What follows belongs to an exercise in optimizing a design on an open flow for small area; a production flow would make more cautious choices. Only simulation tests tie the RTL to the original design; equivalence was not proved. No driver is modelled on the clock port, so clocking that relies on it looks cheaper here than on a real chip.

## lane 1
## practica2
module practica2 #(
    parameter CLK_HZ = 50_000_000,
    parameter BOTON_ACTIVO_BAJO = 1
)(
    input        clk,
    input        rst,            
    input  [3:0] interruptor,    
    input  [3:0] boton,          
    output [6:0] catodo,         
    output       punto,          
    output [3:0] anodo           
);
Settings: LEC_CHECK=0, CAP_MARGIN=20, CORE_MARGIN=2, CORE_UTILIZATION=70, SLEW_MARGIN=20; clock period 20.0 ns.
standard.sh (not shown) runs the stock make flow with config.mk's settings and CLKGATE_MAP_FILE= SYNTH_SCRIPT=/design/flow/synth_recipe.tcl, a recipe that flattens the netlist after the stock synthesis.
==> flow/flow/run.sh <==
#!/bin/bash
# Own layout flow: the standard synthesis, then the combinational logic
# re-mapped for area by Yosys/ABC (registers untouched), then the standard
# layout with smaller port buffers, a clock tree of clkbuf_4 without dummy
# loads, and clock buffers upsized where the flip-flop clock slew gets close
# to the limit.
set -euo pipefail
W=$(pwd)
export R=$W/orfs/results/$FLOW_PLATFORM/practica2/base
export LIB=$FLOW_HOME/platforms/sky130hd/lib/sky130_fd_sc_hd__tt_025C_1v80.lib

# 1. standard synthesis
bash standard.sh synth > $W/flow_synth.log 2>&1

# 2. re-map the logic between the registers
cp $R/1_2_yosys.v $W/std_netlist.v
DONT_USE=$(make -s -C $FLOW_HOME DESIGN_CONFIG=$W/config.mk WORK_HOME=$W/orfs print-DONT_USE_CELLS 2>/dev/null | sed -n "s/^DONT_USE_CELLS: //p")
DU=""
for c in $DONT_USE; do DU="$DU -dont_use $c"; done
sed -e "s#@LIB@#$LIB#g" -e "s#@IN@#$W/std_netlist.v#g" -e "s#@OUT@#$W/remapped.v#g" \
    -e "s#@ABC@#$W/flow/area.abc#g" -e "s#@DU@#$DU#g" $W/flow/remap.ys > $W/remap_run.ys
yosys -l $W/flow_remap.log -q $W/remap_run.ys > /dev/null 2>&1
cp $W/remapped.v $R/1_2_yosys.v
rm -f $R/1_synth.odb $R/1_synth.sdc

# 3. layout up to the clock tree
ARGS=("BUFFER_PORTS_ARGS=-buffer_cell sky130_fd_sc_hd__buf_1"
      "CTS_ARGS=-sink_clustering_enable -repair_clock_nets -dont_use_dummy_load -buf_list sky130_fd_sc_hd__clkbuf_4")
bash standard.sh "${ARGS[@]}" cts > $W/flow_cts.log 2>&1

# 4. clock buffer sizing
openroad -no_init -exit $W/flow/clkfix.tcl > $W/flow_clkfix.log 2>&1

# 5. the rest of the layout
bash standard.sh "${ARGS[@]}" finish > $W/flow_finish.log 2>&1
==> flow/flow/clkfix.tcl <==
set R $::env(R)
read_liberty $::env(LIB)
read_db $R/4_cts.odb
read_sdc $R/4_cts.sdc
source $::env(FLOW_HOME)/platforms/sky130hd/setRC.tcl
estimate_parasitics -placement
set changed 0
foreach inst [get_cells *] {
  set m [get_property $inst ref_name]
  if {![string match sky130_fd_sc_hd__clkbuf_* $m]} continue
  set worst 0
  foreach pin [get_pins -of_objects [get_nets -of_objects [get_pins -of_objects $inst -filter "direction == output"]] -filter "direction == input"] {
    set s [get_property $pin slew_max]
    if {$s > $worst} { set worst $s }
  }
  if {$worst > 0.112} {
    puts "upsize [get_full_name $inst] $m worst slew $worst"
    replace_cell $inst sky130_fd_sc_hd__clkbuf_8
    incr changed
  }
}
puts "upsized $changed clock buffers"
detailed_placement
check_placement -verbose
estimate_parasitics -placement
set w 0
foreach p [get_pins -hierarchical */CLK] { set s [get_property $p slew_max]; if {$s > $w} {set w $s} }
puts "worst flip-flop clock slew after: $w"
write_db $R/4_cts.odb
Other scripts of this flow, unchanged in this note and not shown: flow/flow/area.abc, flow/flow/remap.ys
Lane 1: full flow OK, the timing, DRC and antenna checks passed
Edits applied to the flow inputs when going from lane 1 to lane 2:
==> flow/flow/run.sh <==
#!/bin/bash
# Own layout flow: the standard synthesis, then the combinational logic
# re-mapped for area by Yosys/ABC (registers untouched), then the standard
# layout with smaller port buffers and a clock tree without dummy loads.
set -euo pipefail
W=$(pwd)
R=$W/orfs/results/$FLOW_PLATFORM/practica2/base
LIB=$FLOW_HOME/platforms/sky130hd/lib/sky130_fd_sc_hd__tt_025C_1v80.lib

# 1. standard synthesis
bash standard.sh synth > $W/flow_synth.log 2>&1

# 2. re-map the logic between the registers
cp $R/1_2_yosys.v $W/std_netlist.v
DONT_USE=$(make -s -C $FLOW_HOME DESIGN_CONFIG=$W/config.mk WORK_HOME=$W/orfs print-DONT_USE_CELLS 2>/dev/null | sed -n "s/^DONT_USE_CELLS: //p")
DU=""
for c in $DONT_USE; do DU="$DU -dont_use $c"; done
sed -e "s#@LIB@#$LIB#g" -e "s#@IN@#$W/std_netlist.v#g" -e "s#@OUT@#$W/remapped.v#g" \
    -e "s#@ABC@#$W/flow/area.abc#g" -e "s#@DU@#$DU#g" $W/flow/remap.ys > $W/remap_run.ys
yosys -l $W/flow_remap.log -q $W/remap_run.ys > /dev/null 2>&1
cp $W/remapped.v $R/1_2_yosys.v
rm -f $R/1_synth.odb $R/1_synth.sdc

# 3. layout
bash standard.sh \
  "BUFFER_PORTS_ARGS=-buffer_cell sky130_fd_sc_hd__buf_1" \
  "CTS_ARGS=-sink_clustering_enable -repair_clock_nets -dont_use_dummy_load -buf_list sky130_fd_sc_hd__clkbuf_2 sky130_fd_sc_hd__clkbuf_4" \
  finish > $W/flow_layout.log 2>&1
removed: flow/flow/clkfix.tcl
### Flow results
- Lane 1 -> lane 2: effective utilization at floorplan delta 0, exact match
- Lane 2 did not finish: a tool error stopped it during 4_1_cts.
- Comparing lane 1 against lane 2, there is no change at all in number of nets in the synthesized netlist.
- [compare] base=lane 1 new=lane 2: post-detailed-placement cell area shows no meaningful change, synthesized cell count shows no meaningful change, post-synth design cell area shows no meaningful change, top-level I/O count shows no meaningful change, placement row count shows no meaningful change.

port drivers added, routing unchanged:
In the flow no input, the clock included, has a driving cell. The finished layout below was timed again as built, in two steps.
Step 1, drivers: a clkbuf_16 drives clk and a buf_2 each remaining input, both assumed.
Step 2, shift: input delay + t, output delay - t, t = (earliest + latest rising clock arrival at the registers) / 2. This alone moves slack from input paths to output paths.
Three values: no drivers, after step 1, after step 2; two values: the first two.
run: lane 1
t (ns): 0.364
setup WS [ns]: 10.689 / 10.667 / 10.667
pins driven straight from the clock port: 1
After both steps lane 1 still meets setup and hold. The setup slack of lane 1 moves by -0.022 ns with the drivers and by -0.022 ns with both steps.
